This design comes from an exercise in tuning for small area on the open sky130 flow, not from production work.
Function was checked by simulation only, so behaviour that the tests miss may differ from the original.

==> inputs of job 4578 <==
## all_mod
module all_mod(
input clk, rst, wr, rd,
input rx,
input [2:0] addr,
input [7:0] din,
output tx,
output [7:0] dout
    );
reg [7:0] lcr;
wire dlab = lcr[7];
wire [1:0] wls = lcr[1:0];
wire stb = lcr[2];
wire pen = lcr[3];
wire eps = lcr[4];
wire sticky_parity = lcr[5];
wire set_break = lcr[6];
wire a0 = (addr == 3'd0);
wire a1 = (addr == 3'd1);
reg [7:0] dlsb, dmsb;
wire [15:0] dl = {dmsb, dlsb};
wire [7:0] din_c = rst ? 8'h00 : din;
always @(posedge clk)
  if (rst | (wr & a0 & dlab)) dlsb <= din_c;
always @(posedge clk)
  if (rst | (wr & a1 & dlab)) dmsb <= din_c;
reg update_baud;
reg [15:0] baud_cnt;
reg baud_pulse;
always @(posedge clk, posedge rst)
  if (rst) update_baud <= 1'b0;
  else     update_baud <= wr & dlab & (a0 | a1);
always @(posedge clk, posedge rst)
  if (rst) baud_cnt <= 16'h0;
  else if (update_baud || baud_cnt == 16'h0000) baud_cnt <= dl;
  else baud_cnt <= baud_cnt - 16'd1;
always @(posedge clk, posedge rst)
  if (rst) baud_pulse <= 1'b0;
  else     baud_pulse <= |dl & ~|baud_cnt;
reg [3:0] ier;
always @(posedge clk)
  if (rst | (wr & a1 & ~dlab)) ier <= din_c[3:0];
reg [1:0] rx_trigger;
reg       fcr_ena, fcr_tx_rst, fcr_rx_rst;
wire      wr_fcr = wr & (addr == 3'd2);
always @(posedge clk)
  if (rst | wr_fcr)
    begin
    rx_trigger <= din_c[7:6];
    fcr_ena    <= din_c[0];
    end
always @(posedge clk, posedge rst)
  if (rst)
    begin
    fcr_tx_rst <= 1'b0;
    fcr_rx_rst <= 1'b0;
    end
  else
    begin
    fcr_tx_rst <= wr_fcr & din[2];
    fcr_rx_rst <= wr_fcr & din[1];
    end
always @(posedge clk)
  if (rst | (wr & (addr == 3'd3))) lcr <= din_c;
reg [4:0] mcr;
always @(posedge clk)
  if (rst | (wr & (addr == 3'd4))) mcr <= din_c[4:0];
wire loop = mcr[4];
reg [7:0] scr;
always @(posedge clk)
  if (rst | (wr & (addr == 3'd7))) scr <= din_c;
wire tx_fifo_push = wr & a0 & ~dlab;
wire rx_fifo_pop  = rd & a0 & ~dlab;
reg  tx_pop;
reg  rx_push;
reg  [7:0] rsr;
integer i;
reg [7:0] txf_mem [0:15];
reg [3:0] txf_idx;
reg       txf_e;
wire      txf_full = ~txf_e & (~fcr_ena | (txf_idx == 4'd15));
wire      txf_push = tx_fifo_push & ~txf_full;
wire      txf_pop  = tx_pop & ~txf_e;
always @(posedge clk, posedge rst)
  if (rst)
    begin
    txf_idx <= 4'd15;
    txf_e   <= 1'b1;
    end
  else if (fcr_tx_rst)
    begin
    txf_idx <= 4'd15;
    txf_e   <= 1'b1;
    end
  else if (txf_push & ~txf_pop)
    begin
  ...
==> flow/config.mk <==
export PLATFORM = sky130hd
export DESIGN_NAME = all_mod
export DESIGN_NICKNAME = all_mod
export VERILOG_FILES = /design/flow/design.v
export SDC_FILE = /design/flow/constraint.sdc
export NUM_CORES = 4
export LEC_CHECK = 0
export CAP_MARGIN = 20
export CORE_MARGIN = 2
export CORE_UTILIZATION = 65
export PLACE_DENSITY = 0.8
export SLEW_MARGIN = 20
export SYNTH_HIERARCHICAL = 1
export SYNTH_MINIMUM_KEEP_SIZE = 0
==> flow/constraint.sdc <==
create_clock -name core_clock -period 10.0 [get_ports {clk}]
set_input_delay 2.0000 -clock core_clock [delete_from_list [all_inputs] [get_ports {clk}]]
set_output_delay 2.0000 -clock core_clock [all_outputs]
set_load 0.01 [all_outputs]
standard.sh (not shown) runs the stock make flow with config.mk's settings and CLKGATE_MAP_FILE= SYNTH_SCRIPT=/design/flow/synth_recipe.tcl, a recipe that flattens the netlist after the stock synthesis.
==> flow/flow/run.sh <==
#!/bin/bash
set -euo pipefail
export CTS_ARGS="-sink_clustering_enable -repair_clock_nets -dont_use_dummy_load -buf_list sky130_fd_sc_hd__clkbuf_8 -sink_clustering_size 16 -sink_clustering_max_diameter 50"
export BUFFER_PORTS_ARGS="-buffer_cell sky130_fd_sc_hd__buf_1"
bash standard.sh > flow.log 2>&1
==> job 2129: changes against job 4578 <==
--- a/flow/design.v
+++ b/flow/design.v
@@ -28,19 +28,18 @@
 wire [7:0] din_c = rst ? 8'h00 : din;
 always @(posedge clk)
   if (rst | (wr & a0 & dlab)) dlsb <= din_c;
 always @(posedge clk)
   if (rst | (wr & a1 & dlab)) dmsb <= din_c;
 reg update_baud;
 reg [15:0] baud_cnt;
 reg baud_pulse;
-always @(posedge clk, posedge rst)
-  if (rst) update_baud <= 1'b0;
-  else     update_baud <= wr & dlab & (a0 | a1);
+always @(posedge clk)
+  update_baud <= wr & dlab & (a0 | a1);
 always @(posedge clk, posedge rst)
   if (rst) baud_cnt <= 16'h0;
   else if (update_baud || baud_cnt == 16'h0000) baud_cnt <= dl;
   else baud_cnt <= baud_cnt - 16'd1;
 always @(posedge clk, posedge rst)
   if (rst) baud_pulse <= 1'b0;
   else     baud_pulse <= |dl & ~|baud_cnt;
 reg [3:0] ier;
@@ -77,41 +76,43 @@
   if (rst | (wr & (addr == 3'd7))) scr <= din_c;
 wire tx_fifo_push = wr & a0 & ~dlab;
 wire rx_fifo_pop  = rd & a0 & ~dlab;
 reg  tx_pop;
 reg  rx_push;
 reg  [7:0] rsr;
 integer i;
 reg [7:0] txf_mem [0:15];
-reg [3:0] txf_idx;
-reg       txf_e;
+reg [3:0] txf_nidx;    
+reg       txf_ne;      
+wire [3:0] txf_idx = ~txf_nidx;
+wire      txf_e   = ~txf_ne;
 wire      txf_full = ~txf_e & (~fcr_ena | (txf_idx == 4'd15));
 wire      txf_push = tx_fifo_push & ~txf_full;
 wire      txf_pop  = tx_pop & ~txf_e;
 always @(posedge clk, posedge rst)
   if (rst)
     begin
-    txf_idx <= 4'd15;
-    txf_e   <= 1'b1;
+    txf_nidx <= 4'd0;
+    txf_ne   <= 1'b0;
     end
   else if (fcr_tx_rst)
     begin
-    txf_idx <= 4'd15;
-    txf_e   <= 1'b1;
+    txf_nidx <= 4'd0;
+    txf_ne   <= 1'b0;
     end
   else if (txf_push & ~txf_pop)
     begin
-    txf_idx <= txf_idx + 4'd1;
-    txf_e   <= 1'b0;
+    txf_nidx <= txf_nidx - 4'd1;
+    txf_ne   <= 1'b1;
     end
   else if (txf_pop & ~txf_push)
     begin
-    txf_idx <= txf_idx - 4'd1;
-    txf_e   <= (txf_idx == 4'd0);
+    txf_nidx <= txf_nidx + 4'd1;
+    txf_ne   <= (txf_idx != 4'd0);
     end
 always @(posedge clk)
   if (txf_push)
     begin
     txf_mem[0] <= din;
     for (i = 1; i < 16; i = i + 1)
       txf_mem[i] <= txf_mem[i-1];
     end
@@ -133,41 +134,43 @@
     aoi222 u3 (.a1(txf_sel[9]),  .a2(txf_mem[9][txf_b]),  .b1(txf_sel[10]), .b2(txf_mem[10][txf_b]),
                .c1(txf_sel[11]), .c2(txf_mem[11][txf_b]), .y(n[3]));
     aoi222 u4 (.a1(txf_sel[12]), .a2(txf_mem[12][txf_b]), .b1(txf_sel[13]), .b2(txf_mem[13][txf_b]),
                .c1(txf_sel[14]), .c2(txf_mem[14][txf_b]), .y(n[4]));
     assign txf_out[txf_b] = ~&n | (txf_sel[15] & txf_mem[15][txf_b]);
   end
 endgenerate
 reg [7:0] rxf_mem [0:15];
-reg [3:0] rxf_idx;
-reg       rxf_e;
+reg [3:0] rxf_nidx;    
+reg       rxf_ne;      
+wire [3:0] rxf_idx = ~rxf_nidx;
+wire      rxf_e   = ~rxf_ne;
 wire      rxf_full = ~rxf_e & (~fcr_ena | (rxf_idx == 4'd15));
 wire      rxf_push = rx_push & ~rxf_full;
 wire      rxf_pop  = rx_fifo_pop & ~rxf_e;
 always @(posedge clk, posedge rst)
   if (rst)
     begin
-    rxf_idx <= 4'd15;
-    rxf_e   <= 1'b1;
+    rxf_nidx <= 4'd0;
+    rxf_ne   <= 1'b0;
     end
   else if (fcr_rx_rst)
     begin
-    rxf_idx <= 4'd15;
-    rxf_e   <= 1'b1;
+    rxf_nidx <= 4'd0;
+    rxf_ne   <= 1'b0;
     end
   else if (rxf_push & ~rxf_pop)
     begin
-    rxf_idx <= rxf_idx + 4'd1;
-    rxf_e   <= 1'b0;
+    rxf_nidx <= rxf_nidx - 4'd1;
+    rxf_ne   <= 1'b1;
     end
   else if (rxf_pop & ~rxf_push)
     begin
-    rxf_idx <= rxf_idx - 4'd1;
-    rxf_e   <= (rxf_idx == 4'd0);
+    rxf_nidx <= rxf_nidx + 4'd1;
+    rxf_ne   <= (rxf_idx != 4'd0);
     end
 always @(posedge clk)
   if (rxf_push)
     begin
     rxf_mem[0] <= rsr;
     for (i = 1; i < 16; i = i + 1)
       rxf_mem[i] <= rxf_mem[i-1];
     end
@@ -209,17 +212,18 @@
     case (rx_trigger)
     2'b00:   rx_thre = ~rx_fifo_empty;
     2'b01:   rx_thre = rx_ge4;
     2'b10:   rx_thre = rx_ge8;
     default: rx_thre = rx_ge14;
     endcase
 localparam [1:0] T_IDLE = 2'd0, T_START = 2'd1, T_SEND = 2'd2, T_PARITY = 2'd3;
 reg [1:0] tstate;
-reg [4:0] tcount;
+reg [4:0] tcn;    
+wire [4:0] tcount = ~tcn;
 reg [2:0] tbitcnt;
 reg [7:0] tsr;
 reg       parity_out;
 reg       tx_q;
 wire thre = tx_fifo_empty;
 wire tcz  = (tcount == 5'd0);
 wire [4:0] stop_count = ~stb ? 5'd15 : (wls == 2'b00) ? 5'd23 : 5'd31;
 wire sreg_empty = ~(tstate == T_START) & ~(tstate == T_SEND);
@@ -229,72 +233,71 @@
 always @*
   case (tstate)
   T_IDLE:   tx_data = 1'b1;
   T_START:  tx_data = 1'b0;
   T_SEND:   tx_data = tsr[0];
   default:  tx_data = parity_out;
   endcase
 wire tload = baud_pulse & (tstate == T_IDLE) & ~thre & tcz;
-always @(posedge clk, posedge rst)
-  if (rst) tx_pop <= 1'b0;
-  else     tx_pop <= tload;
+always @(posedge clk)
+  tx_pop <= tload;
 always @(posedge clk)
   if (tload) tsr <= tx_fifo_out;
   else if (baud_pulse & (tstate == T_SEND) & tcz & (tbitcnt != 3'd0)) tsr <= tsr >> 1;
 always @(posedge clk)
   if (tload) tbitcnt <= {1'b1, wls};
   else if (baud_pulse & (tstate == T_SEND) & tcz & (tbitcnt != 3'd0)) tbitcnt <= tbitcnt - 3'd1;
 always @(posedge clk)
   if (baud_pulse & (tstate == T_START))
     parity_out <= sticky_parity ? ~eps : (tpar ^ ~eps);
 always @(posedge clk, posedge rst)
   if (rst)
     begin
     tstate  <= T_IDLE;
-    tcount  <= 5'd15;
+    tcn  <= ~(5'd15);
     end
   else if (baud_pulse)
     case (tstate)
     T_IDLE:
       if (~thre)
         begin
-        if (~tcz) tcount <= tcount - 5'd1;
+        if (~tcz) tcn <= ~(tcount - 5'd1);
         else
           begin
-          tcount  <= 5'd15;
+          tcn  <= ~(5'd15);
           tstate  <= T_START;
           end
         end
     T_START:
-      if (~tcz) tcount <= tcount - 5'd1;
+      if (~tcz) tcn <= ~(tcount - 5'd1);
       else
         begin
-        tcount <= 5'd15;
+        tcn <= ~(5'd15);
         tstate <= T_SEND;
         end
     T_SEND:
-      if (~tcz) tcount <= tcount - 5'd1;
+      if (~tcz) tcn <= ~(tcount - 5'd1);
       else if (tbitcnt != 3'd0)
-        tcount  <= 5'd15;
+        tcn  <= ~(5'd15);
       else if (pen)
         begin
-        tcount <= 5'd15;
+        tcn <= ~(5'd15);
         tstate <= T_PARITY;
         end
       else
         begin
-        tcount <= stop_count;
+        tcn <= ~(stop_count);
         tstate <= T_IDLE;
         end
     default:
-      if (~tcz) tcount <= tcount - 5'd1;
+      if (~tcz) tcn <= ~(tcount - 5'd1);
       else
         begin
-        tcount <= stop_count;
+        tcn <= ~(stop_count);
         tstate <= T_IDLE;
         end
     endcase
 always @(posedge clk, posedge rst)
   if (rst) tx_q <= 1'b1;
   else     tx_q <= tx_data & ~set_break;
 assign tx = loop | tx_q;
 wire rx_in = loop ? tx_q : rx;
@@ -345,19 +348,18 @@
     par_bit <= 1'b0;
     end
   else if (baud_pulse & (rstate == R_PARITY) & r7)
     begin
     par_bit <= rx_in;
     pe      <= sticky_parity ? (rx_in ^ ~eps) : ~(^{rx_in, rsr, eps});
     end
 wire stop_sample = baud_pulse & (rstate == R_STOP) & r7;
-always @(posedge clk, posedge rst)
-  if (rst) rx_push <= 1'b0;
-  else     rx_push <= stop_sample;
+always @(posedge clk)
+  rx_push <= stop_sample;
 always @(posedge clk)
   begin
   fe <= ~rx_in;
   bi <= ~rx_in & ~|rsr & ~par_bit;
   end
 wire read_lsr = rd & (addr == 3'd5);
 reg oe_s, pe_s, fe_s, bi_s;
 always @(posedge clk, posedge rst)
@@ -379,17 +381,17 @@
 wire [7:0] lsr = {1'b0, temt, thre, bi_s, fe_s, pe_s, oe_s, ~rx_fifo_empty};
 reg [3:0] iir_id;
 always @*
   if (ier[2] & (oe_s | pe_s | fe_s | bi_s)) iir_id = 4'b0110;
   else if (ier[0] & rx_thre)                iir_id = 4'b0100;
   else if (ier[1] & thre)                   iir_id = 4'b0010;
   else                                      iir_id = 4'b0001;
 reg [7:0] dout_r;
-always @(posedge clk, posedge rst)
+always @(posedge clk)
   if (rst) dout_r <= 8'h00;
   else if (rd)
     case (addr)
     3'd0: dout_r <= dlab ? dlsb : rx_fifo_out;
     3'd1: dout_r <= dlab ? dmsb : {4'h0, ier};
     3'd2: dout_r <= {fcr_ena, fcr_ena, 2'b00, iir_id};
     3'd3: dout_r <= lcr;
     3'd4: dout_r <= {3'b000, mcr};
==> flow/flow/run.sh (replaced) <==
#!/bin/bash
set -euo pipefail
scr=$PWD/scripts_abc_area
rm -rf "$scr"
cp -r "$FLOW_HOME/scripts" "$scr"
cp flow/abc_area.script "$scr/abc_speed.script"
bash standard.sh SCRIPTS_DIR="$scr" synth > flow_synth.log 2>&1
export CTS_ARGS="-sink_clustering_enable -repair_clock_nets -dont_use_dummy_load -buf_list sky130_fd_sc_hd__clkbuf_8 -sink_clustering_size 19 -sink_clustering_max_diameter 90"
export BUFFER_PORTS_ARGS="-buffer_cell sky130_fd_sc_hd__buf_1"
bash standard.sh > flow.log 2>&1
==> flow/flow/abc_area.script (new file) <==
&get -n
&st
&dc2
&dch -f
&nf -a
&st
&dc2
&dch -f
&nf -a
&put
CORE_UTILIZATION = 75   (was 65)
PLACE_DENSITY = 0.9   (was 0.8)
==> job 5784: changes against job 4578 <==
--- a/flow/design.v
+++ b/flow/design.v
@@ -28,19 +28,18 @@
 wire [7:0] din_c = rst ? 8'h00 : din;
 always @(posedge clk)
   if (rst | (wr & a0 & dlab)) dlsb <= din_c;
 always @(posedge clk)
   if (rst | (wr & a1 & dlab)) dmsb <= din_c;
 reg update_baud;
 reg [15:0] baud_cnt;
 reg baud_pulse;
-always @(posedge clk, posedge rst)
-  if (rst) update_baud <= 1'b0;
-  else     update_baud <= wr & dlab & (a0 | a1);
+always @(posedge clk)
+  update_baud <= wr & dlab & (a0 | a1);
 always @(posedge clk, posedge rst)
   if (rst) baud_cnt <= 16'h0;
   else if (update_baud || baud_cnt == 16'h0000) baud_cnt <= dl;
   else baud_cnt <= baud_cnt - 16'd1;
 always @(posedge clk, posedge rst)
   if (rst) baud_pulse <= 1'b0;
   else     baud_pulse <= |dl & ~|baud_cnt;
 reg [3:0] ier;
@@ -77,41 +76,43 @@
   if (rst | (wr & (addr == 3'd7))) scr <= din_c;
 wire tx_fifo_push = wr & a0 & ~dlab;
 wire rx_fifo_pop  = rd & a0 & ~dlab;
 reg  tx_pop;
 reg  rx_push;
 reg  [7:0] rsr;
 integer i;
 reg [7:0] txf_mem [0:15];
-reg [3:0] txf_idx;
-reg       txf_e;
+reg [3:0] txf_nidx;    
+reg       txf_ne;      
+wire [3:0] txf_idx = ~txf_nidx;
+wire      txf_e   = ~txf_ne;
 wire      txf_full = ~txf_e & (~fcr_ena | (txf_idx == 4'd15));
 wire      txf_push = tx_fifo_push & ~txf_full;
 wire      txf_pop  = tx_pop & ~txf_e;
 always @(posedge clk, posedge rst)
   if (rst)
     begin
-    txf_idx <= 4'd15;
-    txf_e   <= 1'b1;
+    txf_nidx <= 4'd0;
+    txf_ne   <= 1'b0;
     end
   else if (fcr_tx_rst)
     begin
-    txf_idx <= 4'd15;
-    txf_e   <= 1'b1;
+    txf_nidx <= 4'd0;
+    txf_ne   <= 1'b0;
     end
   else if (txf_push & ~txf_pop)
     begin
-    txf_idx <= txf_idx + 4'd1;
-    txf_e   <= 1'b0;
+    txf_nidx <= txf_nidx - 4'd1;
+    txf_ne   <= 1'b1;
     end
   else if (txf_pop & ~txf_push)
     begin
-    txf_idx <= txf_idx - 4'd1;
-    txf_e   <= (txf_idx == 4'd0);
+    txf_nidx <= txf_nidx + 4'd1;
+    txf_ne   <= (txf_idx != 4'd0);
     end
 always @(posedge clk)
   if (txf_push)
     begin
     txf_mem[0] <= din;
     for (i = 1; i < 16; i = i + 1)
       txf_mem[i] <= txf_mem[i-1];
     end
@@ -133,41 +134,43 @@
     aoi222 u3 (.a1(txf_sel[9]),  .a2(txf_mem[9][txf_b]),  .b1(txf_sel[10]), .b2(txf_mem[10][txf_b]),
                .c1(txf_sel[11]), .c2(txf_mem[11][txf_b]), .y(n[3]));
     aoi222 u4 (.a1(txf_sel[12]), .a2(txf_mem[12][txf_b]), .b1(txf_sel[13]), .b2(txf_mem[13][txf_b]),
                .c1(txf_sel[14]), .c2(txf_mem[14][txf_b]), .y(n[4]));
     assign txf_out[txf_b] = ~&n | (txf_sel[15] & txf_mem[15][txf_b]);
   end
 endgenerate
 reg [7:0] rxf_mem [0:15];
-reg [3:0] rxf_idx;
-reg       rxf_e;
+reg [3:0] rxf_nidx;    
+reg       rxf_ne;      
+wire [3:0] rxf_idx = ~rxf_nidx;
+wire      rxf_e   = ~rxf_ne;
 wire      rxf_full = ~rxf_e & (~fcr_ena | (rxf_idx == 4'd15));
 wire      rxf_push = rx_push & ~rxf_full;
 wire      rxf_pop  = rx_fifo_pop & ~rxf_e;
 always @(posedge clk, posedge rst)
   if (rst)
     begin
-    rxf_idx <= 4'd15;
-    rxf_e   <= 1'b1;
+    rxf_nidx <= 4'd0;
+    rxf_ne   <= 1'b0;
     end
   else if (fcr_rx_rst)
     begin
-    rxf_idx <= 4'd15;
-    rxf_e   <= 1'b1;
+    rxf_nidx <= 4'd0;
+    rxf_ne   <= 1'b0;
     end
   else if (rxf_push & ~rxf_pop)
     begin
-    rxf_idx <= rxf_idx + 4'd1;
-    rxf_e   <= 1'b0;
+    rxf_nidx <= rxf_nidx - 4'd1;
+    rxf_ne   <= 1'b1;
     end
   else if (rxf_pop & ~rxf_push)
     begin
-    rxf_idx <= rxf_idx - 4'd1;
-    rxf_e   <= (rxf_idx == 4'd0);
+    rxf_nidx <= rxf_nidx + 4'd1;
+    rxf_ne   <= (rxf_idx != 4'd0);
     end
 always @(posedge clk)
   if (rxf_push)
     begin
     rxf_mem[0] <= rsr;
     for (i = 1; i < 16; i = i + 1)
       rxf_mem[i] <= rxf_mem[i-1];
     end
@@ -209,17 +212,18 @@
     case (rx_trigger)
     2'b00:   rx_thre = ~rx_fifo_empty;
     2'b01:   rx_thre = rx_ge4;
     2'b10:   rx_thre = rx_ge8;
     default: rx_thre = rx_ge14;
     endcase
 localparam [1:0] T_IDLE = 2'd0, T_START = 2'd1, T_SEND = 2'd2, T_PARITY = 2'd3;
 reg [1:0] tstate;
-reg [4:0] tcount;
+reg [4:0] tcn;    
+wire [4:0] tcount = ~tcn;
 reg [2:0] tbitcnt;
 reg [7:0] tsr;
 reg       parity_out;
 reg       tx_q;
 wire thre = tx_fifo_empty;
 wire tcz  = (tcount == 5'd0);
 wire [4:0] stop_count = ~stb ? 5'd15 : (wls == 2'b00) ? 5'd23 : 5'd31;
 wire sreg_empty = ~(tstate == T_START) & ~(tstate == T_SEND);
@@ -229,72 +233,71 @@
 always @*
   case (tstate)
   T_IDLE:   tx_data = 1'b1;
   T_START:  tx_data = 1'b0;
   T_SEND:   tx_data = tsr[0];
   default:  tx_data = parity_out;
   endcase
 wire tload = baud_pulse & (tstate == T_IDLE) & ~thre & tcz;
-always @(posedge clk, posedge rst)
-  if (rst) tx_pop <= 1'b0;
-  else     tx_pop <= tload;
+always @(posedge clk)
+  tx_pop <= tload;
 always @(posedge clk)
   if (tload) tsr <= tx_fifo_out;
   else if (baud_pulse & (tstate == T_SEND) & tcz & (tbitcnt != 3'd0)) tsr <= tsr >> 1;
 always @(posedge clk)
   if (tload) tbitcnt <= {1'b1, wls};
   else if (baud_pulse & (tstate == T_SEND) & tcz & (tbitcnt != 3'd0)) tbitcnt <= tbitcnt - 3'd1;
 always @(posedge clk)
   if (baud_pulse & (tstate == T_START))
     parity_out <= sticky_parity ? ~eps : (tpar ^ ~eps);
 always @(posedge clk, posedge rst)
   if (rst)
     begin
     tstate  <= T_IDLE;
-    tcount  <= 5'd15;
+    tcn  <= ~(5'd15);
     end
   else if (baud_pulse)
     case (tstate)
     T_IDLE:
       if (~thre)
         begin
-        if (~tcz) tcount <= tcount - 5'd1;
+        if (~tcz) tcn <= ~(tcount - 5'd1);
         else
           begin
-          tcount  <= 5'd15;
+          tcn  <= ~(5'd15);
           tstate  <= T_START;
           end
         end
     T_START:
-      if (~tcz) tcount <= tcount - 5'd1;
+      if (~tcz) tcn <= ~(tcount - 5'd1);
       else
         begin
-        tcount <= 5'd15;
+        tcn <= ~(5'd15);
         tstate <= T_SEND;
         end
     T_SEND:
-      if (~tcz) tcount <= tcount - 5'd1;
+      if (~tcz) tcn <= ~(tcount - 5'd1);
       else if (tbitcnt != 3'd0)
-        tcount  <= 5'd15;
+        tcn  <= ~(5'd15);
       else if (pen)
         begin
-        tcount <= 5'd15;
+        tcn <= ~(5'd15);
         tstate <= T_PARITY;
         end
       else
         begin
-        tcount <= stop_count;
+        tcn <= ~(stop_count);
         tstate <= T_IDLE;
         end
     default:
-      if (~tcz) tcount <= tcount - 5'd1;
+      if (~tcz) tcn <= ~(tcount - 5'd1);
       else
         begin
-        tcount <= stop_count;
+        tcn <= ~(stop_count);
         tstate <= T_IDLE;
         end
     endcase
 always @(posedge clk, posedge rst)
   if (rst) tx_q <= 1'b1;
   else     tx_q <= tx_data & ~set_break;
 assign tx = loop | tx_q;
 wire rx_in = loop ? tx_q : rx;
@@ -345,19 +348,18 @@
     par_bit <= 1'b0;
     end
   else if (baud_pulse & (rstate == R_PARITY) & r7)
     begin
     par_bit <= rx_in;
     pe      <= sticky_parity ? (rx_in ^ ~eps) : ~(^{rx_in, rsr, eps});
     end
 wire stop_sample = baud_pulse & (rstate == R_STOP) & r7;
-always @(posedge clk, posedge rst)
-  if (rst) rx_push <= 1'b0;
-  else     rx_push <= stop_sample;
+always @(posedge clk)
+  rx_push <= stop_sample;
 always @(posedge clk)
   begin
   fe <= ~rx_in;
   bi <= ~rx_in & ~|rsr & ~par_bit;
   end
 wire read_lsr = rd & (addr == 3'd5);
 reg oe_s, pe_s, fe_s, bi_s;
 always @(posedge clk, posedge rst)
@@ -379,17 +381,17 @@
 wire [7:0] lsr = {1'b0, temt, thre, bi_s, fe_s, pe_s, oe_s, ~rx_fifo_empty};
 reg [3:0] iir_id;
 always @*
   if (ier[2] & (oe_s | pe_s | fe_s | bi_s)) iir_id = 4'b0110;
   else if (ier[0] & rx_thre)                iir_id = 4'b0100;
   else if (ier[1] & thre)                   iir_id = 4'b0010;
   else                                      iir_id = 4'b0001;
 reg [7:0] dout_r;
-always @(posedge clk, posedge rst)
+always @(posedge clk)
   if (rst) dout_r <= 8'h00;
   else if (rd)
     case (addr)
     3'd0: dout_r <= dlab ? dlsb : rx_fifo_out;
     3'd1: dout_r <= dlab ? dmsb : {4'h0, ier};
     3'd2: dout_r <= {fcr_ena, fcr_ena, 2'b00, iir_id};
     3'd3: dout_r <= lcr;
     3'd4: dout_r <= {3'b000, mcr};
==> flow/flow/run.sh (replaced) <==
#!/bin/bash
set -euo pipefail
scr=$PWD/scripts_abc_area
rm -rf "$scr"
cp -r "$FLOW_HOME/scripts" "$scr"
cp flow/abc_area.script "$scr/abc_speed.script"
bash standard.sh SCRIPTS_DIR="$scr" synth > flow_synth.log 2>&1
export CTS_ARGS="-sink_clustering_enable -repair_clock_nets -dont_use_dummy_load -buf_list sky130_fd_sc_hd__clkbuf_8 -sink_clustering_size 19 -sink_clustering_max_diameter 90"
export BUFFER_PORTS_ARGS="-buffer_cell sky130_fd_sc_hd__buf_1"
bash standard.sh > flow.log 2>&1
==> flow/flow/abc_area.script (new file) <==
&get -n
&st
&dc2
&dch -f
&nf -a
&st
&dc2
&dch -f
&nf -a
&put
CAP_MARGIN = 5   (was 20)
SLEW_MARGIN = 5   (was 20)
==> flow_summary.ini <==
[run_status]
status = no timing/DRC/antenna violations

[floorplan]
die_area_mm2 = 0.02472

[route]
vias = 9443
vias_per_cell = 6.707

[synth]
synth-xor-area-share_pct = 1.951
synth_area_leaders = edfxtp_1, dfrtp_1, a222oi_1
syn_nets = 1066

[power_and_ir_drop]
seq_power_mw = 1.90

[critical_path]
r2r_slack_ns = 6.43
critical_path.cell_chain = buf_1 > or3_1 > nor3_4 > buf_4 > nand2_1 > clkinv_1 > ha_1 > a21o_1 > a21oi_1 > xnor2_1 > xnor2_1 > o21ai_0
-- figures above: job 5784

==> flow_summary.ini <==
[run_status]
status = no timing/DRC/antenna violations

[power_and_ir_drop]
seq_power_mw = 1.91

[synth]
syn_nets = 1066
synth_area_leaders = edfxtp_1, dfrtp_1, a222oi_1
synth-xor-area-share_pct = 1.951

[route]
vias = 9771
vias_per_cell = 7.211

[critical_path]
critical_path.cell_chain = buf_1 > or3_1 > nor3_4 > buf_4 > nand2_1 > clkinv_1 > ha_1 > a21o_1 > a21oi_1 > xnor2_1 > xnor2_1 > o21ai_0
r2r_slack_ns = 6.42

[floorplan]
die_area_mm2 = 0.02150
-- figures above: job 2129

==> flow_summary.ini <==
[run_status]
status = no timing/DRC/antenna violations

[synth]
synth_area_leaders = edfxtp_1, dfrtp_1, a222oi_1
synth-xor-area-share_pct = 2.175

[critical_path]
critical_path.cell_chain = buf_1 > or3_1 > nor4_4 > buf_4 > buf_6 > o21ai_0 > a21oi_1 > o21ai_0
r2r_slack_ns = 6.33

[power_and_ir_drop]
seq_power_mw = 1.90

[route]
vias_per_cell = 6.717

[floorplan]
die_area_mm2 = 0.02541
-- figures above: job 4578

## static timing again, ports no longer ideal
The flow's constraints put no driver on any port. The routed layouts listed below were extracted and timed again, unchanged, in two steps. Step 1 (the two cells are an assumption about what drives the block):
set clk [get_ports {clk}]
set_driving_cell -lib_cell sky130_fd_sc_hd__clkbuf_16 $clk
set_driving_cell -lib_cell sky130_fd_sc_hd__buf_2 [delete_from_list [all_inputs] $clk]
Step 2 adds t to the input delays and takes it off the output delays; t is the mean of the earliest and latest rising clock arrival at the registers after step 1. Input paths then give back, and output paths get back, about the clock's delay inside the block. a / b / c = no drivers / after step 1 / after step 2; a / b = the first two.
run	shift t [ns]	slack for setup (ns)	hold slack, ns
job 4578	0.579	5.565 / 5.584 / 5.006	0.401 / 0.401 / 0.401
job 2129	0.611	5.776 / 5.793 / 5.182	0.406 / 0.406 / 0.406
job 5784	0.598	5.730 / 5.753 / 5.155	0.400 / 0.400 / 0.400
After both steps every run listed still meets setup and hold. The setup slack of job 2129, which loses most, moves by +0.017 ns with the drivers and by -0.594 ns with both steps.
